From an optimization exercise on the open Yosys and OpenROAD flow, aimed at small area and a short achievable clock period; shortcuts taken in it are not production practice. Function was checked by simulation only, so behaviour that the tests miss may differ from the original.

==> flow/design.v (outline; a module is shown in full before it is edited, if it fits) <==
// module lab2_pipe: 2691 lines
// module lab2_fa: 4 lines
// module lab2_x2: 3 lines
// module lab2_bsel: 3 lines
// module lab2_x3: 3 lines
// module lab2_nor: 3 lines
module lab2_pipe (
    input clk,
    input rst,
    input start,
    input [31:0] x,
    output reg rdy,
    output [31:0] y
);
  // ...
==> flow/flow/run.sh <==
#!/bin/bash
set -euo pipefail
export BUFFER_PORTS_ARGS="-buffer_cell sky130_fd_sc_hd__buf_2"
bash standard.sh > standard_flow.log 2>&1
==> flow/standard.sh <==
#!/bin/bash
# synth_recipe.tcl (not shown) runs the flow's synth.tcl, then flattens the netlist and writes it again
# the make line also repeats each setting of config.mk as NAME=value (left out here)
make -C /OpenROAD-flow-scripts/flow DESIGN_CONFIG=/design/flow/config.mk WORK_HOME=/design/flow/orfs CLKGATE_MAP_FILE= SYNTH_SCRIPT=/design/flow/synth_recipe.tcl "${@:-finish}"
==> flow/config.mk <==
export PLATFORM = sky130hd
export DESIGN_NAME = lab2_pipe
export DESIGN_NICKNAME = lab2_pipe
export VERILOG_FILES = /design/flow/design.v
export SDC_FILE = /design/flow/constraint.sdc
export NUM_CORES = 4
export LEC_CHECK = 0
export CAP_MARGIN = 20
export CORE_MARGIN = 2
export CORE_UTILIZATION = 40
export CTS_BUF_LIST = sky130_fd_sc_hd__clkbuf_8
export CTS_CLUSTER_DIAMETER = 60
export CTS_CLUSTER_SIZE = 16
export PLACE_DENSITY = 0.7
export SLEW_MARGIN = 75
export SYNTH_HIERARCHICAL = 1
==> flow/constraint.sdc <==
create_clock -name core_clock -period 15.0 [get_ports {clk}]
set_input_delay 3.0000 -clock core_clock [delete_from_list [all_inputs] [get_ports {clk}]]
set_output_delay 3.0000 -clock core_clock [all_outputs]
set_load 0.01 [all_outputs]
==> run_results.csv, run 1 <==
group,metric,value,unit
route,drt_first_pass_iters,5,
clock_network,htreeDepth,2,
synth,synth_fa_ha_area_frac,0.478,
critical_path,r2r_end,"y_r[31]$_SDFF_PP0_",
critical_path,cp.depth,1,
route,drtAntennaViolNets,0,
timing,fmax,0.241,GHz
cells_and_area,drive_gt1_frac,0.101,
critical_path,cpPeakStageDelay,0.37,ns
route,via_count,20773,
route,drc_errors,0,
outcome,status,"timing/DRC/antenna clean",
placement,pre_cts_ws,11.02,ns
synth,synth_seq_cells,351,
placement,gp_congestion,0.884,
critical_path,crit_path_cell_trace,"buf_2",
global_routing,grt_util_met3,0.0405,
synth,synth_top_family_by_area,"adder cells",
synth,synthCells,2919,
timing,tns,0,ns
die,io_pins,68,
synth,synth-compound-area-share,0.0407,
synth,synthArstFlopShare,0,
placement,dpl.cell_count,3837,
cells_and_area,top_register,"r4_cs",
synth,synth_common_cells,"873 x nand2_1, 687 x fa_1, 351 x dfxtp_1, 151 x clkbuf_1, 145 x xor2_1",
cells_and_area,multi_input_area_share,0.685,
critical_path,r2r_start,"r4_cs[42]$_DFF_P_",
critical_path,crit_fanout,1,
cells_and_area,stdcell_count,3905,
critical_path,worstPathRequired,12.00,ns
timing,rsz0062_at_grt,"no",
global_routing,met2_usage,0.334,
==> run 2: changes to the inputs <==
--- a/flow/config.mk
+++ b/flow/config.mk
@@ -12,5 +12,6 @@
 export CTS_CLUSTER_DIAMETER = 60
 export CTS_CLUSTER_SIZE = 16
-export PLACE_DENSITY = 0.7
+export GPL_ROUTABILITY_DRIVEN = 0
+export PLACE_DENSITY = 0.6
 export SLEW_MARGIN = 75
 export SYNTH_HIERARCHICAL = 1
==> run 2 against run 1 <==
Effect of this change: sequential share of layout area about the same; global-route usage up 0.64 points; die area unchanged; non-clock buffer count up 4; clock skew down 0.0022 ns; cell area down 0.30%; highest routed layer is now met4.
==> run_results.csv, run 2 <==
group,metric,value,unit
timing,fmax,0.244,GHz
critical_path,r2r_slack,11.02,ns
critical_path,worstPathRequired,12.00,ns
synth,ys_types,71,
global_routing,grt_start_max_net_pins,35,
clock_network,hold_buffers,0,
synth,synthArstFlopShare,0,
outcome,status,"timing/DRC/antenna clean",
synth,yosysMostFrequentCell,"nand2_1",
synth,synth_common_cells,"873 x nand2_1, 687 x fa_1, 351 x dfxtp_1, 151 x clkbuf_1, 145 x xor2_1",
critical_path,crit_path_cell_trace,"buf_2",
global_routing,grt_util_met3,0.0359,
timing,clock_skew,0.0466,ns
clock_network,post_cts_resized,0,
placement,pre_cts_ws,10.83,ns
global_routing,gr-max-usage-layer,"met2",
cells_and_area,drive_gt1_frac,0.101,
die,dieArea,0.0784,mm²
synth,yosys.area.top_type_share,0.452,
synth,yosysTopAreaCell,"fa_1",
critical_path,worstSetupEndpointType,"output port",
die,fp.dieH,280,µm
cells_and_area,synthToLayoutAreaGrowth,8.45,%
hold_path,hold_class,"flop to flop",
placement,place_hpwl,57300,µm
global_routing,first_global_vias,22575,
cells_and_area,top_register,"r4_cs",
job,cap_violations,0,
synth,synth.area.top_cells,"fa_1 45%, dfxtp_1 23%, nand2_1 11%",
route,viasPerCell,5.24,
global_routing,track_usage,0.206,
die,io_pins,68,
timing,tns,0,ns
route,routed_wl,77700,µm
clock_network,htreeDepth,2,
route,wire_per_inst,19.9,µm
synth,syn-num-nets,3706,
clock_network,path_clk_slew,0.10,ns
placement,io_buffers,66,
timing,post-route-period-util,0.273,
clock_network,clock_path_buffers,3,
synth,synthCells,2919,
clock_network,cts_buffers,35,
route,drt_iter0_drc,1291,
critical_path,crit_family,"flip-flops",
synth,syn_avg_cell_area,10.4,µm²
cells_and_area,nets,3690,
clock_network,tritoncts,"yes",
synth,ys_seq_area_frac,0.231,
global_routing,antenna_found_initial,1,
route,drt_first_pass_iters,5,
timing,rsz0062_at_grt,"no",
placement,dpl.cell_count,3844,
critical_path,crit_type,"flop to output port",
critical_path,crit_fanout,1,
cells_and_area,nFillCells,7155,
route,drtAntennaViolNets,0,
clock_network,cts_setup_buffers,0,
critical_path,cp-start-kind,"flop",
global_routing,grt_pass1_wl,125000,µm
die,fp.dieW,280,µm
synth,synth_area,0.0305,mm²
critical_path,cp_num_buf_inv,1,
critical_path,critical_path_arrival,1.10,ns
synth,yosys_warnings,7,
cells_and_area,final_common_cell,"nand2_1",
timing,hold_violations,0,
synth,synth_seq_cells,351,
cells_and_area,final_cell_mix,"873 x nand2_1, 681 x fa_1, 301 x dfxtp_1",
cells_and_area,stdcell_count,3907,
cells_and_area,largest_reg_flops,95,
timing,fin_crit,4.10,ns
timing,setup_viol,0,
clock_network,worstSkewPairLatency,0.63,ns
synth,ys.flop_type,"dfxtp_1",
cells_and_area,reg_top3,"r4_cs (95), r1_x (32)",
timing,finalHoldWorstSlack,0.320,ns
synth,synth-edff-count,0,
route,drc_errors,0,
timing,fin_ws,10.90,ns
route,via_count,20482,
global_routing,grt_remaining_overflow,0,
die,start_util,0.402,
global_routing,met2_usage,0.350,
die,rows,101,
critical_path,cpPeakStageDelay,0.34,ns
die,core,0.0757,mm²
timing,slew_violations,0,
global_routing,grtUsageMet1,0.264,
clock_network,clock-root-buffer,"clkbuf_8",
clock_network,clock-sinks,351,
critical_path,slowest_stage,"dfxtp_1",
## run 2: cell count changes in the layout (fill, tap and decap cells not counted), sizes merged
cell / change
buf: +7
clkinvlp: +4
bufinv: -3
clkdlybuf4s18: -2
clkbuf: -1
clkdlybuf4s15: -1
diode: -1
inv: -1
## run 2: stage by stage
| step | util | area, µm² |
|---|---|---|
| floorplan | - | 30500 |
| global placement | 0.418 | 31600 |
| detailed placement | 0.425 | 32200 |
| CTS | 0.435 | 32900 |
| global route | 0.436 | 33000 |
| finish | 0.436 | 33000 |
## run 2: cells by family after synthesis
| logic type | synth area share |
|---|---|
| AND/OR/NAND/NOR | 0.158 |
| XOR/XNOR | 0.0564 |
| buffers and inverters | 0.0347 |
| adder cells (fa/ha/maj) | 0.478 |
| multiplexers | 0.000657 |
| AO/OA/AOI/OAI | 0.0407 |
| other | 0.000123 |
| flip-flops | 0.231 |
## run 2: cell type report
| cell class | instances | area [µm²] | share of cell area |
|---|---|---|---|
| inverters | 100 | 378 | 0.0114 |
| flip-flops and latches | 351 | 7170 | 0.217 |
| diodes | 1 | 2.50 | 0.0000758 |
| repair buffers | 122 | 811 | 0.0245 |
| clock inverters | 24 | 224 | 0.00678 |
| multi-input cells | 2293 | 22700 | 0.687 |
| clock buffers | 38 | 523 | 0.0158 |
| well taps | 978 | 1220 | 0.0370 |
## run 2: Yosys stat by module, one instance, submodules excluded
module | cell area, µm² | flops+latches | copies in the design
lab2_pipe | 15700 | 351 | 1
lab2_fa | 20.0 | 0 | 682
lab2_nor | 3.75 | 0 | 34
lab2_x2 | 8.76 | 0 | 107
## run 2: path summary, 6_finish.rpt
check | cells past startpoint | startpoint | end
max | 1 | y_r[8]$_SDFF_PP0_ | y[8]
min | 0 | r2_x[16]$_DFF_P_ | r3_x[16]$_DFF_P_
max reg2reg | 12 | r4_cs[42]$_DFF_P_ | y_r[31]$_SDFF_PP0_
min reg2reg | 0 | r2_x[16]$_DFF_P_ | r3_x[16]$_DFF_P_
## run 2: metal layers
layer	wire length [µm]	up-vias
met5	0	-
met4	2630	0
met3	5460	161
met2	37800	811
met1	31800	10577
li1	-	8933
==> run 3: changes to the inputs <==
--- a/flow/config.mk
+++ b/flow/config.mk
@@ -12,5 +12,4 @@
 export CTS_CLUSTER_DIAMETER = 60
 export CTS_CLUSTER_SIZE = 16
-export GPL_ROUTABILITY_DRIVEN = 0
 export PLACE_DENSITY = 0.6
 export SLEW_MARGIN = 75
==> run 3 against run 2 <==
Effect of this change: still clean on timing, DRC and antenna; non-clock buffer count did not move; sequential share of layout area did not move; global-route usage did not move; cell count did not move; critical path depth did not move; critical path type unchanged; largest cell class unchanged; highest routed layer unchanged.
==> run_results.csv, run 3 <==
group,metric,value,unit
critical_path,crit_path_cell_trace,"buf_2",
critical_path,cpPeakStageDelay,0.34,ns
synth,syn-num-nets,3706,
synth,synthCells,2919,
die,fp.dieH,280,µm
cells_and_area,final_cell_mix,"873 x nand2_1, 681 x fa_1, 301 x dfxtp_1",
synth,syn_avg_cell_area,10.4,µm²
timing,finalHoldWorstSlack,0.320,ns
route,drt_first_pass_iters,5,
synth,yosys_warnings,7,
cells_and_area,multi_input_area,0.0227,mm²
synth,synth_seq_cells,351,
cells_and_area,final_common_cell,"nand2_1",
global_routing,grt_pass1_wl,125000,µm
global_routing,track_usage,0.206,
timing,slew_violations,0,
cells_and_area,largest_reg_flops,95,
critical_path,crit_type,"flop to output port",
hold_path,hold_class,"flop to flop",
timing,post-route-period-util,0.273,
die,dieArea,0.0784,mm²
clock_network,path_clk_slew,0.10,ns
hold_path,hp-start,"r2_x[16]$_DFF_P_",
route,drt_iter0_drc,1291,
critical_path,crit_family,"flip-flops",
outcome,status,"timing/DRC/antenna clean",
clock_network,tritoncts,"yes",
critical_path,worstSetupEndpointType,"output port",
die,core,0.0757,mm²
global_routing,grt_start_max_net_pins,35,
global_routing,grt_remaining_overflow,0,
synth,synthArstFlopShare,0,
synth,yosys.area.top_type_share,0.452,
cells_and_area,nets,3690,
timing,hold_violations,0,
die,rows,101,
clock_network,hold_buffers,0,
critical_path,crit_fanout,1,
synth,yosysMostFrequentCell,"nand2_1",
die,io_pins,68,
synth,synth_common_cells,"873 x nand2_1, 687 x fa_1, 351 x dfxtp_1, 151 x clkbuf_1, 145 x xor2_1",
cells_and_area,stdcell_count,3907,
critical_path,slowest_stage,"dfxtp_1",
clock_network,cts_buffers,35,
clock_network,clock-root-buffer,"clkbuf_8",
cells_and_area,nFillCells,7155,
synth,synth-edff-count,0,
placement,pre_cts_ws,10.83,ns
timing,fmax,0.244,GHz
synth,ys_seq_area_frac,0.231,
cells_and_area,synthToLayoutAreaGrowth,8.45,%
hold_path,holdPathEnd,"r3_x[16]$_DFF_P_",
placement,place_hpwl,57300,µm
critical_path,critical_path_arrival,1.10,ns
clock_network,clock_path_buffers,3,
global_routing,first_global_vias,22575,
synth,synth.area.top_cells,"fa_1 45%, dfxtp_1 23%, nand2_1 11%",
placement,dpl_cell_area,0.0322,mm²
cells_and_area,fin_area,0.0330,mm²
placement,io_buffers,66,
clock_network,post_cts_resized,0,
timing,fin_crit,4.10,ns
placement,gp_congestion,0.853,
cells_and_area,reg_top3,"r4_cs (95), r1_x (32)",
cells_and_area,final_util,0.436,
die,fp.dieW,280,µm
critical_path,cp_num_buf_inv,1,
cells_and_area,drive_gt1_frac,0.101,
critical_path,reg2regPathDepth,12,
critical_path,r2r_slack,11.02,ns
clock_network,cts_setup_buffers,0,
clock_network,clock-sinks,351,
timing,rsz0062_at_grt,"no",
route,routed_wl,77700,µm
synth,ys.flop_type,"dfxtp_1",
route,viasPerCell,5.24,
hold_path,hold_depth,0,
cells_and_area,seq_area,0.00717,mm²
route,drtAntennaViolNets,0,
synth,ys_types,71,
timing,setup_viol,0,
route,drc_errors,0,
timing,tns,0,ns
route,via_count,20482,
global_routing,antenna_found_initial,1,
placement,dpl.cell_count,3844,
critical_path,r2r_start,"r4_cs[42]$_DFF_P_",
clock_network,htreeDepth,2,
job,cap_violations,0,
critical_path,r2r_end,"y_r[31]$_SDFF_PP0_",
cells_and_area,top_register,"r4_cs",
critical_path,cp-start-kind,"flop",
die,start_util,0.402,
route,wire_per_inst,19.9,µm
critical_path,worstPathRequired,12.00,ns
timing,clock_skew,0.0466,ns
synth,yosysTopAreaCell,"fa_1",
timing,fin_ws,10.90,ns
clock_network,worstSkewPairLatency,0.63,ns
synth,synth_area,0.0305,mm²
## run 3: cell counts after synthesis
No cell type changed its count.
## run 3: worst max-delay path by stage
stage                                     to  cells after the start  slack, ns          startpoint
after floorplan           r2_x2l[18]$_DFF_P_                     13      11.06     r1_x[2]$_DFF_P_
after global placement    r2_x2l[18]$_DFF_P_                     11      10.64     r1_x[6]$_DFF_P_
after detailed placement  y_r[29]$_SDFF_PP0_                      6      10.83                 rst
after CTS                               y[8]                      1      10.80   y_r[8]$_SDFF_PP0_
after global routing      r3_x4h[17]$_DFF_P_                     13      10.83  r2_x2l[19]$_DFF_P_
final                                   y[8]                      1      10.90   y_r[8]$_SDFF_PP0_
## run 3: logic make-up (layout without fill, tap and decap cells)
logic type                 after synthesis  count (layout)  share of synthesized area
AOI/OAI and AO/OA                      185             185                     0.0407
xor gates and xnor gates               196             196                     0.0564
adders and majority gates              752             752                      0.478
buffers and inverters                  275             284                     0.0347
DFF                                    351             351                      0.231
muxes                                    2               2                   0.000657
other                                    1               2                   0.000123
and+or+nand+nor                       1157            1157                      0.158
## run 3: Yosys stat by module (local to each module, per instance)
module | cell area (µm²) | flip-flops and latches | copies in the design | cells inside
lab2_pipe | 15700 | 351 | 1 | 2096
lab2_fa | 20.0 | 0 | 682 | 1
lab2_nor | 3.75 | 0 | 34 | 1
lab2_x2 | 8.76 | 0 | 107 | 1
## run 3: final cells by class
cell class | count | area share
Antenna cell | 1 | 0.0000758
Tap cell | 978 | 0.0370
Multi-Input combinational cell | 2293 | 0.687
Timing Repair Buffer | 122 | 0.0245
Clock inverter | 24 | 0.00678
Inverter | 100 | 0.0114
Sequential cell | 351 | 0.217
Clock buffer | 38 | 0.0158
## run 3: per-layer routing
metal / wire (µm) / GRT usage / vias to the layer above
met1: 31800 / 0.264 / 10577
met5: 0 / 0 / -
met2: 37800 / 0.350 / 811
met4: 2630 / 0.0724 / 0
met3: 5460 / 0.0359 / 161
li1: - / - / 8933
==> run 4: changes to the inputs <==
--- a/flow/config.mk
+++ b/flow/config.mk
@@ -9,7 +9,6 @@
 export CORE_MARGIN = 2
 export CORE_UTILIZATION = 40
-export CTS_BUF_LIST = sky130_fd_sc_hd__clkbuf_8
 export CTS_CLUSTER_DIAMETER = 60
-export CTS_CLUSTER_SIZE = 16
+export CTS_CLUSTER_SIZE = 30
 export PLACE_DENSITY = 0.6
 export SLEW_MARGIN = 75
==> run 4 against run 3 <==
Effect of this change: sequential share of layout area is 0.32 points lower; cell count is essentially flat; count of clock-buffer cells in the layout rose by 2; hold slack improved by 0.0083 ns; still clean; synthesized cell count is the same; critical endpoint unchanged.
==> run_results.csv, run 4 <==
group,metric,value,unit
clock_network,cts_buffers,34,
synth,synthMuxAreaShare,0.000657,
synth,yosysMostFrequentCell,"nand2_1",
critical_path,crit_type,"flop to output port",
synth,yosys.area.top_type_share,0.452,
synth,ys_types,71,
critical_path,crit_family,"flip-flops",
critical_path,worstPathRequired,12.00,ns
synth,synth-simple-area-share,0.158,
die,fp.dieH,280,µm
critical_path,critical_path_arrival,1.02,ns
synth,yosysTopAreaCell,"fa_1",
clock_network,worstSkewPairLatency,0.57,ns
synth,syn_avg_cell_area,10.4,µm²
critical_path,cp_num_buf_inv,1,
synth,synth_xor_area_frac,0.0564,
clock_network,path_clk_slew,0.08,ns
timing,slew_violations,0,
cells_and_area,final_cell_mix,"873 x nand2_1, 681 x fa_1, 301 x dfxtp_1",
clock_network,clock-root-buffer,"clkbuf_16",
synth,ys_seq_area_frac,0.231,
global_routing,antenna_found_initial,0,
global_routing,grt_remaining_overflow,0,
critical_path,crit_path_cell_trace,"buf_2",
synth,synth_area,0.0305,mm²
die,start_util,0.402,
synth,synth_common_cells,"873 x nand2_1, 687 x fa_1, 351 x dfxtp_1, 151 x clkbuf_1, 145 x xor2_1",
cells_and_area,top_register,"r4_cs",
cells_and_area,nets,3689,
synth,synth.area.top_cells,"fa_1 45%, dfxtp_1 23%, nand2_1 11%",
route,drt_first_pass_iters,5,
clock_network,hold_buffers,0,
route,wire_per_inst,19.9,µm
clock_network,clock-sinks,351,
timing,fin_crit,4.02,ns
timing,setup_viol,0,
die,core,0.0757,mm²
synth,synth_fa_ha_area_frac,0.478,
cells_and_area,reg_top3,"r4_cs (95), r1_x (32)",
cells_and_area,largest_reg_flops,95,
clock_network,post_cts_resized,0,
global_routing,track_usage,0.206,
placement,place_hpwl,57300,µm
synth,ys.flop_type,"dfxtp_1",
synth,synth-compound-area-share,0.0407,
timing,tns,0,ns
cells_and_area,antenna_cells,0,
critical_path,cpPeakStageDelay,0.33,ns
synth,synthArstFlopShare,0,
synth,syn-num-nets,3706,
cells_and_area,drive_gt1_frac,0.101,
global_routing,first_global_vias,22529,
die,fp.dieW,280,µm
global_routing,grt_start_max_net_pins,35,
global_routing,grt_pass1_wl,125000,µm
synth,synthCells,2919,
synth,yosys_warnings,7,
timing,hold_violations,0,
timing,post-route-period-util,0.268,
route,viasPerCell,5.22,
critical_path,worstSetupEndpointType,"output port",
synth,synth_top_family_by_area,"adder cells",
timing,fmax,0.249,GHz
route,drc_errors,0,
cells_and_area,final_common_cell,"nand2_1",
die,dieArea,0.0784,mm²
synth,synth_seq_cells,351,
job,cap_violations,0,
die,rows,101,
timing,rsz0062_at_grt,"no",
critical_path,cp-start-kind,"flop",
clock_network,clock_path_buffers,3,
clock_network,tritoncts,"yes",
outcome,status,"timing/DRC/antenna clean",
critical_path,slowest_stage,"dfxtp_1",
hold_path,hold_class,"flop to flop",
clock_network,cts_setup_buffers,0,
route,routed_wl,77800,µm
cells_and_area,final_util,0.443,
route,drt_iter0_drc,1357,
synth,synth-edff-count,0,
clock_network,htreeDepth,2,
route,via_count,20387,
critical_path,crit_fanout,1,
cells_and_area,synthToLayoutAreaGrowth,10.0,%
cells_and_area,nFillCells,7106,
placement,io_buffers,66,
die,io_pins,68,
timing,clock_skew,0.0317,ns
placement,gp_congestion,0.853,
route,drtAntennaViolNets,0,
==> run 4: cell counts after synthesis <==
Identical to the previous run, type by type.
==> run 4: per-stage QoR <==
stage	hold slack [ns]	instances	instance area (µm²)	setup WS, ns
finish	0.329	3904	33500	10.98
global placement	0.310	3828	31600	10.64
global route	0.335	3904	33500	10.83
detailed placement	0.312	3844	32200	10.83
CTS	0.329	3904	33400	10.91
floorplan	0.310	2919	30500	11.06
==> run 4: final timing paths <==
kind                          start                 end  slack (ns)  depth (start not counted)
setup reg to reg  r4_cs[42]$_DFF_P_  y_r[31]$_SDFF_PP0_       11.02                         12
hold / removal     r2_x[18]$_DFF_P_    r3_x[18]$_DFF_P_        0.33                          0
hold reg to reg    r2_x[18]$_DFF_P_    r3_x[18]$_DFF_P_        0.33                          0
setup / recovery  y_r[8]$_SDFF_PP0_                y[8]       10.98                          1
==> run 4: per-module statistics from Yosys (local to each module, per instance) <==
module     times used  cells inside  area (µm²)
lab2_pipe           1          2096       15700
lab2_nor           34             1        3.75
lab2_fa           682             1        20.0
lab2_x2           107             1        8.76
==> run 4: per-layer routing <==
| layer | GRT usage | routed length [µm] | up-vias |
|---|---|---|---|
| met3 | 0.0351 | 5230 | 159 |
| met4 | 0.0699 | 2570 | 0 |
| met1 | 0.265 | 32100 | 10539 |
| li1 | - | - | 8933 |
| met5 | 0 | 0 | - |
| met2 | 0.351 | 37900 | 756 |
==> run 4: worst reg2reg max path: stages, from the launching register on <==
cell       delay, ns
dfxtp_1         0.33
fa_1            0.45
fa_1            0.42
fa_2            0.36
fa_1            0.38
ha_1            0.49
nand4bb_1       0.21
nand2b_4        0.20
or4_4           0.49
o221a_1         0.25
o21ai_2         0.08
xnor2_1         0.15
nor2_1          0.06
==> run 4: final cells by class <==
type / instances / area (µm²) / area share
clock buffers: 40 / 915 / 0.0273
clock inverters: 20 / 322 / 0.00959
inverters: 100 / 378 / 0.0113
multi-input cells: 2293 / 22700 / 0.677
flip-flops and latches: 351 / 7170 / 0.214
well taps: 978 / 1220 / 0.0365
repair buffers: 122 / 811 / 0.0242
==> run 4: cells by family after synthesis <==
logic type,after synthesis
adder cells (fa/ha/maj),752
buffers and inverters,275
XOR/XNOR,196
multiplexers,2
flip-flops,351
AO/OA/AOI/OAI,185
other,1
AND/OR/NAND/NOR,1157
==> run 5: changes to the inputs <==
--- a/flow/config.mk
+++ b/flow/config.mk
@@ -9,7 +9,7 @@
 export CORE_MARGIN = 2
 export CORE_UTILIZATION = 40
-export CTS_CLUSTER_DIAMETER = 60
-export CTS_CLUSTER_SIZE = 30
-export PLACE_DENSITY = 0.6
+export CTS_CLUSTER_DIAMETER = 80
+export CTS_CLUSTER_SIZE = 22
+export PLACE_DENSITY = 0.7
 export SLEW_MARGIN = 75
 export SYNTH_HIERARCHICAL = 1
==> run 5 against run 4 <==
Effect of this change: non-clock buffer count shrank 6; cell count shrank 0.67%; critical path type unchanged; hold slack lost 0.0040 ns; global-route usage shrank 0.82 points; maximum frequency shrank 1.7%; flip-flop and latch count is the same; area after synthesis is the same; sequential share of layout area grew 0.30 points; critical endpoint is now y[4]; first-iteration DRC count grew 33%.
==> run_results.csv, run 5 <==
group,metric,value,unit
outcome,status,"timing/DRC/antenna clean",
synth,synthCells,2919,
clock_network,post_cts_resized,0,
cells_and_area,final_cell_mix,"872 x nand2_1, 682 x fa_1, 298 x dfxtp_1",
critical_path,crit_type,"flop to output port",
die,rows,101,
timing,rsz0062_at_grt,"no",
placement,io_buffers,66,
critical_path,cp-start-kind,"flop",
cells_and_area,antenna_cells,0,
clock_network,clock-sinks,351,
die,fp.dieH,280,µm
timing,slew_violations,0,
route,drt_iter0_drc,1800,
die,dieArea,0.0784,mm²
cells_and_area,largest_reg_flops,95,
global_routing,grt_start_max_net_pins,33,
cells_and_area,synthToLayoutAreaGrowth,8.64,%
timing,fmax,0.244,GHz
synth,synth_area,0.0305,mm²
die,fp.dieW,280,µm
synth,synth_common_cells,"873 x nand2_1, 687 x fa_1, 351 x dfxtp_1, 151 x clkbuf_1, 145 x xor2_1",
synth,yosys_warnings,7,
critical_path,cp_num_buf_inv,1,
job,cap_violations,0,
global_routing,track_usage,0.198,
clock_network,cts_setup_buffers,0,
critical_path,crit_family,"flip-flops",
route,routed_wl,75500,µm
die,core,0.0757,mm²
global_routing,grt_pass1_wl,122000,µm
placement,place_hpwl,55700,µm
critical_path,critical_path_arrival,1.09,ns
clock_network,clock-root-buffer,"clkbuf_16",
clock_network,path_clk_slew,0.09,ns
synth,ys_seq_area_frac,0.231,
synth,synth-edff-count,0,
critical_path,cp.depth,1,
synth,synthArstFlopShare,0,
critical_path,crit_path_cell_trace,"buf_2",
global_routing,grt_remaining_overflow,0,
cells_and_area,top_register,"r4_cs",
critical_path,crit_fanout,1,
route,drc_errors,0,
cells_and_area,final_util,0.437,
timing,post-route-period-util,0.273,
die,start_util,0.402,
global_routing,first_global_vias,22661,
route,via_count,20721,
critical_path,worstSetupEndpointType,"output port",
clock_network,clock_path_buffers,3,
cells_and_area,nets,3673,
die,io_pins,68,
critical_path,worstPathRequired,12.00,ns
timing,setup_viol,0,
synth,syn-num-nets,3706,
timing,tns,0,ns
synth,synth.area.top_cells,"fa_1 45%, dfxtp_1 23%, nand2_1 11%",
synth,ys_types,71,
synth,yosys.area.top_type_share,0.452,
clock_network,cts_buffers,24,
clock_network,htreeDepth,1,
route,drt_first_pass_iters,7,
route,wire_per_inst,19.5,µm
timing,hold_violations,0,
route,drtAntennaViolNets,0,
route,viasPerCell,5.34,
synth,ys.flop_type,"dfxtp_1",
placement,gp_congestion,0.884,
timing,clock_skew,0.0312,ns
synth,syn_avg_cell_area,10.4,µm²
clock_network,hold_buffers,0,
cells_and_area,drive_gt1_frac,0.0945,
hold_path,hold_depth,0,
clock_network,tritoncts,"yes",
timing,fin_crit,4.09,ns
hold_path,hold_class,"flop to flop",
synth,yosysTopAreaCell,"fa_1",
clock_network,worstSkewPairLatency,0.58,ns
critical_path,cpPeakStageDelay,0.37,ns
critical_path,reg2regPathDepth,12,
critical_path,slowest_stage,"dfxtp_1",
synth,synth_seq_cells,351,
cells_and_area,final_common_cell,"nand2_1",
synth,yosysMostFrequentCell,"nand2_1",
global_routing,antenna_found_initial,0,
cells_and_area,reg_top3,"r4_cs (95), r1_x (32)",
-- run 5: cell count changes in the layout (fill, tap and decap cells not counted), sizes merged, moves of 2 or more --
| cell | change |
|---|---|
| clkbuf | -9 |
| clkinv | -2 |
| clkdlybuf4s18 | +2 |
| inv | -6 |
| bufinv | -2 |
| buf | -9 |
-- run 5: cell type report --
cell class,count,area (µm²)
sequential,351,7180
fill,7008,42600
multi-input combinational,2293,22700
tap,978,1220
inverter,100,378
clock buffer,31,699
timing repair buffer,116,768
clock inverter,9,125
-- run 5: logic make-up after synthesis --
| group | synth area share |
|---|---|
| buffers and inverters | 0.0347 |
| AO/OA/AOI/OAI | 0.0407 |
| multiplexers | 0.000657 |
| adder cells (fa/ha/maj) | 0.478 |
| AND/OR/NAND/NOR | 0.158 |
| XOR/XNOR | 0.0564 |
| flip-flops | 0.231 |
| other | 0.000123 |
-- run 5: final timing paths --
path	from	to	slack (ns)
worst max-delay path	y_r[4]$_SDFF_PP0_	y[4]	10.91
worst min-delay path	r2_x[9]$_DFF_P_	r3_x[9]$_DFF_P_	0.32
worst max register to register	r4_cs[42]$_DFF_P_	y_r[31]$_SDFF_PP0_	11.08
worst min register to register	r2_x[9]$_DFF_P_	r3_x[9]$_DFF_P_	0.32
-- run 5: modules after synthesis (local to each module, per instance) --
module / copies in the design / flip-flops and latches
lab2_pipe: 1 / 351
lab2_fa: 682 / 0
lab2_x2: 107 / 0
lab2_nor: 34 / 0
-- run 5: per-layer routing --
metal | global-route usage | share of wire | vias to the layer above
met5 | 0 | 0 | -
met4 | 0.0705 | 0.037 | 0
met3 | 0.0368 | 0.081 | 199
met2 | 0.336 | 0.48 | 1001
met1 | 0.252 | 0.40 | 10624
li1 | - | - | 8897
-- run 5: per-stage QoR --
stage / hold slack [ns] / area (µm²) / worst slack (ns) / cells
after floorplan: 0.310 / 30500 / 11.06 / 2919
after global routing: 0.334 / 33100 / 10.85 / 3878
final: 0.325 / 33100 / 10.91 / 3878
after detailed placement: 0.312 / 32100 / 11.02 / 3837
after CTS: 0.327 / 32900 / 10.84 / 3877
after global placement: 0.311 / 31600 / 10.62 / 3825
==> run 6: changes to the inputs <==
--- a/flow/config.mk
+++ b/flow/config.mk
@@ -12,4 +12,4 @@
 export CTS_CLUSTER_SIZE = 22
 export PLACE_DENSITY = 0.7
-export SLEW_MARGIN = 75
+export SLEW_MARGIN = 70
 export SYNTH_HIERARCHICAL = 1
==> run 6 against run 5 <==
Effect of this change: routed wire length grew 0.25%; critical path depth unchanged; hold slack better by 0.0044 ns; still clean on timing, DRC and antenna; largest cell class unchanged; via count shrank 0.19%; first-iteration DRC count grew 3.8%; global-route usage grew 0.16 points; maximum frequency about the same; highest routed layer unchanged; flip-flop and latch count unchanged.
==> run_results.csv, run 6 <==
group,metric,value,unit
placement,dpl_cell_area,0.0319,mm²
die,start_util,0.402,
timing,hold_violations,0,
critical_path,cp_num_buf_inv,1,
synth,syn-num-nets,3706,
global_routing,antenna_found_initial,1,
cells_and_area,top_register,"r4_cs",
die,dieArea,0.0784,mm²
placement,pre_cts_ws,10.96,ns
cells_and_area,nets,3667,
global_routing,grt_pass1_wl,123000,µm
die,fp.dieH,280,µm
critical_path,reg2regPathDepth,13,
route,drtAntennaViolNets,0,
die,core,0.0757,mm²
synth,yosysMostFrequentCell,"nand2_1",
cells_and_area,fin_area,0.0328,mm²
cells_and_area,reg_top3,"r4_cs (95), r1_x (32)",
route,drt_first_pass_iters,6,
cells_and_area,stdcell_count,3871,
synth,syn_avg_cell_area,10.4,µm²
clock_network,clock-root-buffer,"clkbuf_16",
placement,gp_congestion,0.884,
critical_path,slowest_stage,"dfxtp_1",
route,wire_per_inst,19.5,µm
placement,dpl.cell_count,3831,
synth,synthCells,2919,
critical_path,r2r_start,"r1_x[4]$_DFF_P_",
timing,slew_violations,0,
die,fp.dieW,280,µm
cells_and_area,final_util,0.433,
synth,yosys_warnings,7,
clock_network,htreeDepth,1,
global_routing,first_global_vias,22648,
timing,rsz0062_at_grt,"no",
cells_and_area,nFillCells,7060,
clock_network,path_clk_slew,0.09,ns
hold_path,hold_class,"flop to flop",
die,rows,101,
synth,ys_seq_area_frac,0.231,
synth,synth.area.top_cells,"fa_1 45%, dfxtp_1 23%, nand2_1 11%",
die,io_pins,68,
cells_and_area,drive_gt1_frac,0.0847,
cells_and_area,synthToLayoutAreaGrowth,7.70,%
clock_network,cts_setup_buffers,0,
critical_path,crit_start,"y_r[2]$_SDFF_PP0_",
timing,clock_skew,0.0452,ns
synth,ys.flop_type,"dfxtp_1",
synth,synth-edff-count,0,
hold_path,hp-start,"r2_x[19]$_DFF_P_",
timing,fin_ws,10.90,ns
critical_path,cpPeakStageDelay,0.36,ns
outcome,status,"timing/DRC/antenna clean",
cells_and_area,final_cell_mix,"872 x nand2_1, 683 x fa_1, 302 x dfxtp_1",
synth,synth_area,0.0305,mm²
timing,tightestPinTransition,0.490,ns
cells_and_area,antenna_cells,0,
clock_network,post_cts_resized,0,
critical_path,worstPathRequired,12.00,ns
route,drc_errors,0,
timing,slew_headroom,0.671,
cells_and_area,largest_reg_flops,95,
timing,finalHoldWorstSlack,0.329,ns
cells_and_area,final_common_cell,"nand2_1",
global_routing,grt_start_max_net_pins,61,
synth,synth_common_cells,"873 x nand2_1, 687 x fa_1, 351 x dfxtp_1, 151 x clkbuf_1, 145 x xor2_1",
critical_path,r2r_end,"r2_x2l[19]$_DFF_P_",
synth,yosysTopAreaCell,"fa_1",
global_routing,track_usage,0.199,
critical_path,crit_family,"flip-flops",
critical_path,r2r_slack,10.95,ns
placement,place_hpwl,55600,µm
critical_path,crit_fanout,1,
synth,ys_types,71,
timing,setup_viol,0,
timing,tns,0,ns
timing,post-route-period-util,0.273,
clock_network,tritoncts,"yes",
route,drt_iter0_drc,1868,
route,via_count,20682,
critical_path,crit_type,"flop to output port",
clock_network,cts_buffers,24,
placement,io_buffers,66,
clock_network,clock-sinks,351,
critical_path,critical_path_arrival,1.10,ns
clock_network,worstSkewPairLatency,0.60,ns
timing,fin_crit,4.10,ns
hold_path,holdPathEnd,"r3_x[19]$_DFF_P_",
clock_network,hold_buffers,0,
critical_path,cp-start-kind,"flop",
timing,fmax,0.244,GHz
critical_path,crit_path_cell_trace,"buf_2",
critical_path,worstSetupEndpointType,"output port",
synth,synthArstFlopShare,0,
route,viasPerCell,5.34,
synth,synth_seq_cells,351,
global_routing,grt_remaining_overflow,0,
synth,yosys.area.top_type_share,0.452,
route,routed_wl,75700,µm
clock_network,clock_path_buffers,3,
hold_path,hold_depth,0,
job,cap_violations,0,
-- run 6: cells by family (layout without fill, tap and decap cells) --
logic type,after synthesis,after routing,share of synthesized area
buffers and inverters,275,249,0.0347
muxes,2,2,0.000657
DFF,351,351,0.231
and+or+nand+nor,1157,1157,0.158
xor gates and xnor gates,196,196,0.0564
other,1,1,0.000123
AOI/OAI and AO/OA,185,185,0.0407
adders and majority gates,752,752,0.478
-- run 6: worst max-delay path by stage --
| stage | to | slack (ns) | cells after the start |
|---|---|---|---|
| finish | y[2] | 10.90 | 1 |
| global route | r2_x2l[19]$_DFF_P_ | 10.73 | 13 |
| CTS | y[4] | 10.85 | 1 |
| detailed placement | r2_x2l[19]$_DFF_P_ | 10.96 | 13 |
| global placement | y_r[24]$_SDFF_PP0_ | 10.62 | 5 |
| floorplan | r2_x2l[18]$_DFF_P_ | 11.06 | 13 |
-- run 6: cell type report --
class | count | area [µm²] | share of cell area
sequential | 351 | 7150 | 0.218
inverter | 100 | 378 | 0.0115
clock buffer | 30 | 664 | 0.0203
timing repair buffer | 110 | 673 | 0.0205
tap | 978 | 1220 | 0.0373
clock inverter | 9 | 128 | 0.00389
multi-input combinational | 2293 | 22600 | 0.689
-- run 6: routing by layer --
layer  GRT usage  part of all wire
met1       0.259              0.39
met2       0.339              0.48
met3      0.0304             0.084
met4      0.0672             0.039
met5           0                 0
-- run 6: Yosys stat by module, one instance, submodules excluded --
module     cells inside  flops+latches
lab2_nor              1              0
lab2_pipe          2096            351
lab2_x2               1              0
lab2_fa               1              0
==> run 7: changes to the inputs <==
--- a/flow/config.mk
+++ b/flow/config.mk
@@ -12,4 +12,4 @@
 export CTS_CLUSTER_SIZE = 22
 export PLACE_DENSITY = 0.7
-export SLEW_MARGIN = 70
+export SLEW_MARGIN = 60
 export SYNTH_HIERARCHICAL = 1
==> run 7 against run 6 <==
Effect of this change: still clean; worst setup slack worse by 0.13 ns; maximum frequency decreased by 3.1%; count of clock-buffer cells in the layout is 1 lower; via count hardly changed; cell count shrank 0.10%; critical endpoint is now r3_x4l[16]$_DFF_P_; largest cell class unchanged; highest routed layer unchanged.
==> run_results.csv, run 7 <==
group,metric,value,unit
synth,syn-num-nets,3706,
timing,tns,0,ns
synth,synth_xor_area_frac,0.0564,
synth,synth_common_cells,"873 x nand2_1, 687 x fa_1, 351 x dfxtp_1, 151 x clkbuf_1, 145 x xor2_1",
synth,ys.flop_type,"dfxtp_1",
synth,yosysTopAreaCell,"fa_1",
route,drt_iter0_drc,1686,
global_routing,grt_util_met3,0.0324,
global_routing,antenna_found_initial,0,
clock_network,post_cts_resized,0,
die,io_pins,68,
timing,hold_violations,0,
cells_and_area,fin_area,0.0326,mm²
global_routing,grt_pass1_wl,122000,µm
global_routing,grtUsageMet1,0.257,
clock_network,clock-sinks,351,
global_routing,gr-max-usage-layer,"met2",
timing,fin_crit,4.23,ns
critical_path,critical-path-top-cell-by-count,"fa_1",
timing,clock_skew,0.0362,ns
timing,setup_viol,0,
synth,synth_fa_ha_area_frac,0.478,
cells_and_area,final_util,0.431,
hold_path,hold_class,"flop to flop",
global_routing,met2_usage,0.338,
timing,finalHoldWorstSlack,0.331,ns
synth,yosys.area.top_type_share,0.452,
critical_path,crit_path_cell_trace,"clkinv_2, nand2_1, fa_1, fa_1, fa_1, fa_1, ha_1, and3_1, a221oi_1, xor2_1",
synth,synth-simple-area-share,0.158,
global_routing,grt_remaining_overflow,0,
placement,gp_congestion,0.884,
synth,ys_types,71,
synth,synth-edff-count,0,
route,drt_first_pass_iters,5,
timing,tightestPinTransition,0.615,ns
die,fp.dieW,280,µm
cells_and_area,nFillCells,7049,
synth,synth_seq_cells,351,
outcome,status,"timing/DRC/antenna clean",
cells_and_area,synthToLayoutAreaGrowth,7.11,%
critical_path,critical_path_arrival,4.73,ns
job,cap_violations,0,
critical_path,cp-start-kind,"flop",
hold_path,hold_depth,0,
critical_path,cpPeakStageDelay,0.56,ns
cells_and_area,nets,3663,
global_routing,grt_start_max_net_pins,61,
cells_and_area,top_register,"r4_cs",
critical_path,slowest_stage,"dfxtp_1",
clock_network,htreeDepth,1,
cells_and_area,final_cell_mix,"872 x nand2_1, 684 x fa_1, 312 x dfxtp_1",
route,drtAntennaViolNets,0,
synth,synth_area,0.0305,mm²
timing,slew_headroom,0.590,
cells_and_area,drive_gt1_frac,0.0786,
clock_network,cts_buffers,25,
clock_network,tritoncts,"yes",
critical_path,crit_fanout,26,
global_routing,first_global_vias,22566,
cells_and_area,reg_top3,"r4_cs (95), r1_x (32)",
route,wire_per_inst,19.5,µm
synth,yosys_warnings,7,
clock_network,worstSkewPairLatency,0.59,ns
critical_path,crit_type,"flop to flop",
die,start_util,0.402,
clock_network,hold_buffers,0,
route,drc_errors,0,
timing,post-route-period-util,0.282,
cells_and_area,largest_reg_flops,95,
synth,synth.area.top_cells,"fa_1 45%, dfxtp_1 23%, nand2_1 11%",
cells_and_area,stdcell_count,3867,
placement,io_buffers,66,
synth,yosysMostFrequentCell,"nand2_1",
die,core,0.0757,mm²
die,fp.dieH,280,µm
clock_network,clock_path_buffers,3,
synth,synthArstFlopShare,0,
placement,dpl_cell_area,0.0318,mm²
synth,synth_top_family_by_area,"adder cells",
die,dieArea,0.0784,mm²
clock_network,path_clk_slew,0.10,ns
global_routing,track_usage,0.198,
timing,fmax,0.237,GHz
critical_path,worstSetupEndpointType,"flop",
cells_and_area,final_common_cell,"nand2_1",
timing,rsz0062_at_grt,"no",
placement,dpl.cell_count,3827,
timing,slew_violations,0,
route,viasPerCell,5.34,
cells_and_area,antenna_cells,0,
synth,synthMuxAreaShare,0.000657,
route,routed_wl,75400,µm
die,rows,101,
critical_path,reg2regPathDepth,10,
clock_network,cts_setup_buffers,0,
synth,synth-compound-area-share,0.0407,
placement,place_hpwl,55400,µm
route,via_count,20668,
synth,ys_seq_area_frac,0.231,
synth,synthCells,2919,
clock_network,clock-root-buffer,"clkbuf_16",
critical_path,worstPathRequired,15.50,ns
synth,syn_avg_cell_area,10.4,µm²
run 7: cell types whose count changed in the layout (fill, tap and decap cells not counted), moves of 2 or more:
cell,before,now
dfxtp_4,23,1
dfxtp_2,26,38
dfxtp_1,302,312
buf_1,2,0
buf_2,69,67
nor2_2,0,2
nor2_4,2,0
xnor2_1,42,44
xnor2_4,3,1
run 7: worst max-delay path: cells and delay by family, from the launching register on:
family                   cells  cell delay [ns]
AO/OA/AOI/OAI                1             0.31
XOR/XNOR                     1             0.18
adder cells (fa/ha/maj)      5             2.20
buffers and inverters        1             0.51
flip-flops                   1             0.56
AND/OR/NAND/NOR              2             0.37
run 7: routing by layer:
layer,vias up,wire [µm]
met3,177,6070
met2,976,36600
met5,-,0
li1,8877,-
met4,0,2650
met1,10638,30100
run 7: layout make-up:
cell class                      instances  area, µm²  area share
Inverter                              100        377      0.0115
Multi-Input combinational cell       2293      22500       0.690
Clock inverter                         11        159     0.00487
Sequential cell                       351       7080       0.217
Clock buffer                           29        661      0.0203
Tap cell                              978       1220      0.0375
Timing Repair Buffer                  105        628      0.0193
run 7: cell families (layout without fill, tap and decap cells):
family	count (synthesis)	count (layout)
fa+ha+maj	752	752
other cells	1	1
compound gates	185	185
flops	351	351
mux	2	2
buf+inv	275	245
xor+xnor	196	196
simple gates	1157	1157
run 7: modules after synthesis, one instance, submodules excluded:
module     flops+latches  cell area, µm²
lab2_pipe            351           15700
lab2_fa                0            20.0
lab2_x2                0            8.76
lab2_nor               0            3.75
run 7: final timing paths:
kind / slack, ns / end / startpoint
max: 10.77 / r3_x4l[16]$_DFF_P_ / r2_x2l[1]$_DFF_P_
min: 0.33 / r3_x[16]$_DFF_P_ / r2_x[16]$_DFF_P_
min reg2reg: 0.33 / r3_x[16]$_DFF_P_ / r2_x[16]$_DFF_P_
max reg2reg: 10.77 / r3_x4l[16]$_DFF_P_ / r2_x2l[1]$_DFF_P_
run 7: through the flow:
step	worst slack, ns
2_1_floorplan	11.06
5_1_grt	10.62
6_report	10.77
3_5_place_dp	10.90
4_1_cts	10.86
3_3_place_gp	10.62
==> run 8: changes to the inputs <==
--- a/flow/config.mk
+++ b/flow/config.mk
@@ -8,8 +8,8 @@
 export CAP_MARGIN = 20
 export CORE_MARGIN = 2
-export CORE_UTILIZATION = 40
+export CORE_UTILIZATION = 55
 export CTS_CLUSTER_DIAMETER = 80
 export CTS_CLUSTER_SIZE = 22
 export PLACE_DENSITY = 0.7
-export SLEW_MARGIN = 60
+export SLEW_MARGIN = 75
 export SYNTH_HIERARCHICAL = 1
==> run 8 against run 7 <==
Effect of this change: routed wire length is 5.1% higher; highest routed layer unchanged; cell count shrank 6.4%; critical path depth down 9.
==> run_results.csv, run 8 <==
group,metric,value,unit
route,routed_wl,79300,µm
global_routing,grt_start_max_net_pins,33,
global_routing,grt_remaining_overflow,0,
critical_path,crit_start,"y_r[27]$_SDFF_PP0_",
global_routing,track_usage,0.288,
critical_path,crit_fanout,1,
timing,finalHoldWorstSlack,0.324,ns
synth,synth_top_family_by_area,"adder cells",
clock_network,cts_buffers,25,
placement,io_buffers,66,
die,core,0.0549,mm²
critical_path,slowest_stage,"dfxtp_1",
synth,synthMuxAreaShare,0.000657,
die,rows,86,
critical_path,r2r_end,"r3_x4l[17]$_DFF_P_",
clock_network,cts_setup_buffers,0,
die,io_pins,68,
synth,synth-compound-area-share,0.0407,
synth,yosys.area.top_type_share,0.452,
cells_and_area,reg_top3,"r4_cs (95), r1_x (32)",
critical_path,crit_path_cell_trace,"buf_2",
critical_path,reg2regPathDepth,12,
critical_path,cp.depth,1,
timing,hold_violations,0,
critical_path,worstSetupEndpointType,"output port",
timing,post-route-period-util,0.269,
clock_network,hold_buffers,0,
job,cap_violations,0,
critical_path,r2r_start,"r2_x2l[1]$_DFF_P_",
synth,synth_fa_ha_area_frac,0.478,
timing,fmax,0.248,GHz
synth,ys.flop_type,"dfxtp_1",
clock_network,path_clk_slew,0.09,ns
placement,place_hpwl,58200,µm
synth,synth_seq_cells,351,
global_routing,antenna_found_initial,0,
synth,synth_area,0.0305,mm²
global_routing,met2_usage,0.487,
synth,synthCells,2919,
critical_path,crit_family,"flip-flops",
placement,pre_cts_ws,10.84,ns
route,via_count,21264,
clock_network,clock_path_buffers,3,
global_routing,grtUsageMet1,0.355,
route,drtAntennaViolNets,0,
clock_network,worstSkewPairLatency,0.60,ns
die,start_util,0.555,
route,wire_per_inst,21.9,µm
route,drt_iter0_drc,1663,
clock_network,tritoncts,"yes",
global_routing,gr-max-usage-layer,"met2",
synth,synth-edff-count,0,
timing,rsz0062_at_grt,"no",
global_routing,first_global_vias,23857,
critical_path,cp-start-kind,"flop",
die,fp.dieH,239,µm
critical_path,r2r_slack,11.07,ns
cells_and_area,top_register,"r4_cs",
synth,ys_types,71,
timing,fin_ws,10.96,ns
synth,yosys_warnings,7,
critical_path,cpPeakStageDelay,0.32,ns
synth,synthArstFlopShare,0,
synth,synth_common_cells,"873 x nand2_1, 687 x fa_1, 351 x dfxtp_1, 151 x clkbuf_1, 145 x xor2_1",
synth,ys_seq_area_frac,0.231,
synth,yosysMostFrequentCell,"nand2_1",
timing,tns,0,ns
synth,syn-num-nets,3706,
synth,synth_xor_area_frac,0.0564,
timing,clock_skew,0.0448,ns
cells_and_area,final_cell_mix,"873 x nand2_1, 682 x fa_1, 299 x dfxtp_1",
synth,yosysTopAreaCell,"fa_1",
route,drt_first_pass_iters,7,
critical_path,cp-endpoint,"y[27]",
global_routing,grt_pass1_wl,127000,µm
cells_and_area,nFillCells,4454,
critical_path,worstPathRequired,12.00,ns
cells_and_area,final_common_cell,"nand2_1",
hold_path,hold_class,"flop to flop",
timing,fin_crit,4.04,ns
placement,gp_congestion,0.906,
cells_and_area,largest_reg_flops,95,
clock_network,post_cts_resized,0,
cells_and_area,antenna_cells,0,
critical_path,cp_num_buf_inv,1,
cells_and_area,nets,3684,
clock_network,clock-sinks,351,
clock_network,htreeDepth,1,
synth,syn_avg_cell_area,10.4,µm²
route,drc_errors,0,
synth,synth-simple-area-share,0.158,
cells_and_area,drive_gt1_frac,0.0964,
critical_path,crit_type,"flop to output port",
die,dieArea,0.0573,mm²
clock_network,clock-root-buffer,"clkbuf_16",
timing,setup_viol,0,
synth,synth.area.top_cells,"fa_1 45%, dfxtp_1 23%, nand2_1 11%",
cells_and_area,synthToLayoutAreaGrowth,7.75,%
timing,slew_violations,0,
critical_path,critical_path_arrival,1.04,ns
route,viasPerCell,5.88,
die,fp.dieW,239,µm
outcome,status,"timing/DRC/antenna clean",
global_routing,grt_util_met3,0.0437,
cells_and_area,final_util,0.598,
## run 8: changes by cell type in the layout (fill, tap and decap cells not counted), sizes merged
cell,previous run,this run
bufinv,0,1
clkdlybuf4s15,1,2
inv,105,107
clkinvlp,0,5
clkinv,6,1
buf,104,124
clkbuf,29,30
## run 8: final cells by class
class / instances / area (µm²) / area share
Multi-Input combinational cell: 2293 / 22700 / 0.692
Sequential cell: 351 / 7190 / 0.219
Tap cell: 704 / 881 / 0.0268
Timing Repair Buffer: 126 / 842 / 0.0257
Clock buffer: 30 / 644 / 0.0196
Inverter: 100 / 378 / 0.0115
Clock inverter: 14 / 186 / 0.00568
## run 8: worst min path at each step
stage,start,depth (start not counted),slack [ns],endpoint
after detailed placement,r2_x[5]$_DFF_P_,0,0.31,r3_x[5]$_DFF_P_
after global placement,r1_x[31]$_DFF_P_,0,0.31,r2_x[31]$_DFF_P_
final,r2_x[11]$_DFF_P_,0,0.32,r3_x[11]$_DFF_P_
after floorplan,r1_x[31]$_DFF_P_,0,0.31,r2_x[31]$_DFF_P_
after CTS,r2_x[11]$_DFF_P_,0,0.32,r3_x[11]$_DFF_P_
after global routing,r2_x[21]$_DFF_P_,0,0.33,r3_x[21]$_DFF_P_
## run 8: stage by stage
stage | area (µm²) | std cells
after global routing | 32800 | 3618
after CTS | 32700 | 3616
final | 32800 | 3618
after global placement | 31300 | 3552
after detailed placement | 31800 | 3572
after floorplan | 30500 | 2919
## run 8: logic make-up (layout without fill, tap and decap cells)
group,after synthesis,after routing
xor+xnor,196,196
compound gates,185,185
simple gates,1157,1157
flops,351,351
fa+ha+maj,752,752
mux,2,2
other cells,1,1
buf+inv,275,270
## run 8: modules after synthesis (local to each module, per instance)
| module | cells | area (µm²) | flip-flops and latches | copies in the design |
|---|---|---|---|---|
| lab2_pipe | 2096 | 15700 | 351 | 1 |
| lab2_fa | 1 | 20.0 | 0 | 682 |
| lab2_x2 | 1 | 8.76 | 0 | 107 |
| lab2_nor | 1 | 3.75 | 0 | 34 |
## run 8: per-layer routing
metal,routed length (µm),share of wire,up-vias
li1,-,-,8931
met1,29000,0.37,10781
met2,38600,0.49,1219
met3,7040,0.089,333
met4,4660,0.059,0
met5,0,0,-
==> run 9: changes to the inputs <==
--- a/flow/config.mk
+++ b/flow/config.mk
@@ -8,8 +8,8 @@
 export CAP_MARGIN = 20
 export CORE_MARGIN = 2
-export CORE_UTILIZATION = 55
+export CORE_UTILIZATION = 70
 export CTS_CLUSTER_DIAMETER = 80
 export CTS_CLUSTER_SIZE = 22
-export PLACE_DENSITY = 0.7
+export PLACE_DENSITY = 0.8
 export SLEW_MARGIN = 75
 export SYNTH_HIERARCHICAL = 1
==> run 9 against run 8 <==
Effect of this change: clock skew decreased by 0.025 ns; cell count decreased by 3.2%; largest cell class unchanged; cell area decreased by 0.25%; highest routed layer unchanged; maximum frequency decreased by 4.3%.
==> run_results.csv, run 9 <==
group,metric,value,unit
clock_network,clock-sinks,351,
critical_path,slowest_stage,"fa_4",
synth,synth_seq_cells,351,
synth,yosys_warnings,7,
route,drt_first_pass_iters,6,
critical_path,crit_family,"adder cells",
cells_and_area,final_util,0.762,
hold_path,hold_class,"flop to flop",
clock_network,clock_path_buffers,3,
clock_network,path_clk_slew,0.08,ns
synth,synth-edff-count,0,
die,core,0.0430,mm²
die,fp.dieW,213,µm
synth,yosysMostFrequentCell,"nand2_1",
route,routed-wl-met2,38200,µm
cells_and_area,final_common_cell,"nand2_1",
clock_network,cts_buffers,25,
clock_network,post_cts_resized,0,
clock_network,clock-root-buffer,"clkbuf_16",
die,start_util,0.709,
cells_and_area,nets,3689,
critical_path,crit_fanout,4,
route,via_count,21698,
cells_and_area,multi_input_area,0.0228,mm²
synth,synth_fa_ha_area_frac,0.478,
route,drt_iter0_drc,2267,
synth,synth_top_family_by_area,"adder cells",
route,topRoutingLayerUsed,"met4",
global_routing,grt_start_max_net_pins,34,
timing,rsz0062_at_grt,"no",
route,routed_wl,80200,µm
cells_and_area,drive_gt1_frac,0.0987,
timing,tns,0,ns
cells_and_area,reg_top3,"r4_cs (95), r1_x (32)",
timing,clock_skew,0.0198,ns
timing,fin_ws,10.78,ns
timing,hold_violations,0,
cells_and_area,antenna_cells,0,
critical_path,crit_path_cell_trace,"inv_1, fa_4, fa_4, nor2b_1, o21ai_0, a21oi_1, nor2_1, xnor2_2, buf_2, buf_2, nand2_1, fa_1, fa_1, fa_1",
synth,synth-compound-area-share,0.0407,
clock_network,tritoncts,"yes",
route,drtAntennaViolNets,0,
synth,synthArstFlopShare,0,
clock_network,htreeDepth,1,
route,drc_errors,0,
critical_path,cp-start-kind,"flop",
timing,post-route-period-util,0.282,
global_routing,antenna_found_initial,0,
route,viasPerCell,6.19,
placement,io_buffers,66,
job,cap_violations,0,
cells_and_area,final_cell_mix,"872 x nand2_1, 681 x fa_1, 301 x dfxtp_1",
outcome,status,"timing/DRC/antenna clean",
synth,synthCells,2919,
die,fp.dieH,213,µm
synth,synth.area.top_cells,"fa_1 45%, dfxtp_1 23%, nand2_1 11%",
synth,synth_xor_area_frac,0.0564,
die,io_pins,68,
clock_network,cts_setup_buffers,0,
critical_path,critical_path_arrival,4.68,ns
die,dieArea,0.0452,mm²
critical_path,worstPathRequired,15.45,ns
synth,ys_seq_area_frac,0.231,
synth,synth-simple-area-share,0.158,
clock_network,hold_buffers,0,
placement,gp_congestion,0.944,
clock_network,worstSkewPairLatency,0.58,ns
timing,fin_crit,4.22,ns
synth,yosys.area.top_type_share,0.452,
synth,synthMuxAreaShare,0.000657,
route,wl_met3,9330,µm
global_routing,grt_pass1_wl,128000,µm
critical_path,critical-path-top-cell-by-count,"fa_1",
die,rows,76,
cells_and_area,top_register,"r4_cs",
global_routing,track_usage,0.375,
synth,yosysTopAreaCell,"fa_1",
placement,place_hpwl,58300,µm
route,wl_met1,27800,µm
critical_path,cpPeakStageDelay,0.55,ns
synth,ys.flop_type,"dfxtp_1",
critical_path,cp_num_buf_inv,3,
cells_and_area,largest_reg_flops,95,
global_routing,first_global_vias,23898,
cells_and_area,nFillCells,2795,
cells_and_area,synthToLayoutAreaGrowth,7.48,%
synth,ys_types,71,
cells_and_area,seq_area,0.00717,mm²
placement,pre_cts_ws,10.89,ns
synth,syn-num-nets,3706,
global_routing,grt_remaining_overflow,0,
timing,finalHoldWorstSlack,0.324,ns
synth,synth_common_cells,"873 x nand2_1, 687 x fa_1, 351 x dfxtp_1, 151 x clkbuf_1, 145 x xor2_1",
route,wire_per_inst,22.9,µm
timing,setup_viol,0,
timing,fmax,0.237,GHz
critical_path,crit_type,"flop to flop",
critical_path,worstSetupEndpointType,"flop",
synth,syn_avg_cell_area,10.4,µm²
timing,slew_violations,0,
synth,synth_area,0.0305,mm²
-- run 9: logic make-up after synthesis --
logic type | Yosys count
adder cells (fa/ha/maj) | 752
XOR/XNOR | 196
flip-flops | 351
other | 1
AO/OA/AOI/OAI | 185
multiplexers | 2
buffers and inverters | 275
AND/OR/NAND/NOR | 1157
-- run 9: metrics by stage --
step / std cells / instance area, µm²
3_5_place_dp: 3458 / 31700
2_1_floorplan: 2919 / 30500
5_1_grt: 3503 / 32700
3_3_place_gp: 3434 / 31100
4_1_cts: 3501 / 32600
6_report: 3503 / 32700
-- run 9: metal layers --
metal	vias to the layer above	GRT usage
met2	1512	0.616
met3	375	0.104
met1	10869	0.455
li1	8942	-
met4	0	0.196
met5	-	0
-- run 9: area by class of cell --
type	count	area share
clock buffer	28	0.0198
clock inverter	15	0.00547
inverter	100	0.0115
multi-input combinational	2293	0.695
sequential	351	0.219
tap	585	0.0224
timing repair buffer	131	0.0267
-- run 9: per-module statistics from Yosys (local to each module, per instance) --
module	times used	flip-flops and latches
lab2_pipe	1	351
lab2_fa	682	0
lab2_x2	107	0
lab2_nor	34	0
-- run 9: final timing paths --
check,from,to,slack [ns],cells after the start
setup / recovery,r3_x4l[17]$_DFF_P_,r4_cs[68]$_DFF_P_,10.78,14
hold / removal,r2_x[15]$_DFF_P_,r3_x[15]$_DFF_P_,0.32,0
setup reg to reg,r3_x4l[17]$_DFF_P_,r4_cs[68]$_DFF_P_,10.78,14
hold reg to reg,r2_x[15]$_DFF_P_,r3_x[15]$_DFF_P_,0.32,0
==> run 10: changes to the inputs <==
--- a/flow/config.mk
+++ b/flow/config.mk
@@ -8,8 +8,8 @@
 export CAP_MARGIN = 20
 export CORE_MARGIN = 2
-export CORE_UTILIZATION = 70
+export CORE_UTILIZATION = 60
 export CTS_CLUSTER_DIAMETER = 80
 export CTS_CLUSTER_SIZE = 22
-export PLACE_DENSITY = 0.8
+export PLACE_DENSITY = 0.7
 export SLEW_MARGIN = 75
 export SYNTH_HIERARCHICAL = 1
==> run 10 against run 9 <==
Effect of this change: via count shrank 2.5%; core utilization shrank 11 points; cell area grew 0.32%; first-iteration DRC count shrank 18%; register-to-register slack gained 0.20 ns; critical path depth shrank 13; synthesized cell count is the same; hold slack gained 0.0046 ns; critical path type is now flop to output port; critical endpoint is now y[17]; largest cell class unchanged.
==> run_results.csv, run 10 <==
group,metric,value,unit
die,rows,82,
synth,syn-num-nets,3706,
die,start_util,0.607,
clock_network,hold_buffers,0,
cells_and_area,antenna_cells,0,
clock_network,clock_path_buffers,3,
die,core,0.0502,mm²
cells_and_area,nets,3685,
cells_and_area,largest_reg_flops,95,
die,io_pins,68,
placement,dpl.cell_count,3540,
critical_path,reg2regPathDepth,13,
clock_network,post_cts_resized,0,
cells_and_area,reg_top3,"r4_cs (95), r1_x (32)",
clock_network,worstSkewPairLatency,0.58,ns
synth,yosysTopAreaCell,"fa_1",
critical_path,worstPathRequired,12.00,ns
critical_path,r2r_slack,10.98,ns
route,routed_wl,78800,µm
synth,yosysMostFrequentCell,"nand2_1",
critical_path,crit_fanout,1,
die,fp.dieW,229,µm
critical_path,crit_type,"flop to output port",
route,wire_per_inst,22.0,µm
clock_network,path_clk_slew,0.08,ns
clock_network,cts_buffers,27,
timing,fin_crit,4.04,ns
critical_path,cp.depth,1,
critical_path,r2r_end,"r2_x2l[19]$_DFF_P_",
cells_and_area,stdcell_count,3589,
global_routing,grt_pass1_wl,127000,µm
synth,synthArstFlopShare,0,
cells_and_area,drive_gt1_frac,0.0953,
synth,synthCells,2919,
clock_network,clock-sinks,351,
cells_and_area,synthToLayoutAreaGrowth,7.83,%
placement,gp_congestion,0.867,
route,viasPerCell,5.89,
synth,synth-edff-count,0,
critical_path,crit_path_cell_trace,"buf_2",
clock_network,clock-root-buffer,"clkbuf_16",
route,drt_iter0_drc,1855,
timing,hold_violations,0,
synth,syn_avg_cell_area,10.4,µm²
critical_path,crit_family,"flip-flops",
timing,clock_skew,0.0202,ns
clock_network,cts_setup_buffers,0,
critical_path,cp-start-kind,"flop",
timing,tns,0,ns
synth,yosys_warnings,7,
die,fp.dieH,229,µm
cells_and_area,top_register,"r4_cs",
global_routing,track_usage,0.312,
placement,io_buffers,66,
synth,yosys.area.top_type_share,0.452,
outcome,status,"timing/DRC/antenna clean",
route,drc_errors,0,
global_routing,grt_start_max_net_pins,33,
clock_network,tritoncts,"yes",
route,via_count,21154,
critical_path,critical_path_arrival,1.04,ns
global_routing,first_global_vias,23577,
synth,synth_seq_cells,351,
## run 10: cell counts after synthesis
No cell type changed its count.
## run 10: per-module statistics from Yosys, one instance, submodules excluded
module / times used / flip-flops and latches
lab2_pipe: 1 / 351
lab2_x2: 107 / 0
lab2_fa: 682 / 0
lab2_nor: 34 / 0
## run 10: cells by family after synthesis
group           synth area share
buf+inv                   0.0347
flops                      0.231
other cells             0.000123
fa+ha+maj                  0.478
mux                     0.000657
simple gates               0.158
compound gates            0.0407
xor+xnor                  0.0564
## run 10: worst min-delay path by stage
stage                           startpoint               end  slack, ns  depth (start not counted)
after floorplan           r1_x[31]$_DFF_P_  r2_x[31]$_DFF_P_       0.31                          0
after global placement    r2_x[17]$_DFF_P_  r3_x[17]$_DFF_P_       0.31                          0
after detailed placement  r2_x[13]$_DFF_P_  r3_x[13]$_DFF_P_       0.31                          0
after CTS                 r2_x[13]$_DFF_P_  r3_x[13]$_DFF_P_       0.33                          0
after global routing       r2_x[2]$_DFF_P_   r3_x[2]$_DFF_P_       0.33                          0
final                     r2_x[13]$_DFF_P_  r3_x[13]$_DFF_P_       0.33                          0
## run 10: layout make-up
| type | count | area [µm²] |
|---|---|---|
| Inverter | 100 | 378 |
| Sequential cell | 351 | 7180 |
| Timing Repair Buffer | 125 | 841 |
| Clock inverter | 16 | 228 |
| Multi-Input combinational cell | 2293 | 22700 |
| Tap cell | 672 | 841 |
| Clock buffer | 32 | 716 |
| Fill cell | 3845 | 17300 |
## run 10: metal layers
layer	wire [µm]	track usage	vias up
li1	-	-	8919
met1	29300	0.395	10719
met2	38200	0.527	1261
met3	7390	0.0611	255
met4	3880	0.136	0
met5	0	0	-
## run 10: through the flow
stage / setup WS [ns] / utilization / hold slack [ns]
floorplan: 11.06 / - / 0.310
global placement: 10.39 / 0.623 / 0.310
detailed placement: 10.95 / 0.634 / 0.312
CTS: 10.93 / 0.653 / 0.328
global route: 10.79 / 0.655 / 0.334
finish: 10.96 / 0.655 / 0.328

==> afterwards: timing with drivers on the ports <==
Ports are ideal in the flow. The routed layouts listed here were re-timed in OpenROAD.
Step 1 assumes that a clkbuf_16 drives the clock port and a buf_2 every other input.
Step 2 times the ports against the registers' clock, not the clock port: input delays grow and output delays shrink by t, the midpoint of the rising clock arrivals with the driver on.
Slacks: ideal ports / drivers / drivers and shift; pairs: ideal ports / drivers.
run | shift t [ns] | setup slack, ns | worst register clock-pin slew, ns | worst slew at a driven data input, ns
run 1 | 0.676 | 10.849 / 10.788 / 11.011 | 0.11 / 0.11 | 0.04
run 2 | 0.672 | 10.899 / 10.837 / 10.858 | 0.10 / 0.10 | 0.03
run 3 | 0.672 | 10.899 / 10.837 / 10.858 | 0.10 / 0.10 | 0.03
run 4 | 0.629 | 10.977 / 10.904 / 10.832 | 0.10 / 0.10 | 0.03
run 5 | 0.631 | 10.908 / 10.841 / 11.039 | 0.09 / 0.09 | 0.04
run 6 | 0.643 | 10.905 / 10.835 / 10.951 | 0.09 / 0.09 | 0.04
run 7 | 0.644 | 10.775 / 10.775 / 10.775 | 0.10 / 0.10 | 0.04
run 8 | 0.631 | 10.960 / 10.906 / 10.852 | 0.09 / 0.09 | 0.04
run 9 | 0.630 | 10.776 / 10.776 / 10.776 | 0.09 / 0.09 | 0.05
run 10 | 0.633 | 10.961 / 10.900 / 10.941 | 0.09 / 0.09 | 0.04
After both steps setup and hold are still met in every run listed. The setup slack of run 4, which loses most, moves by -0.073 ns with the drivers and by -0.145 ns with both steps.
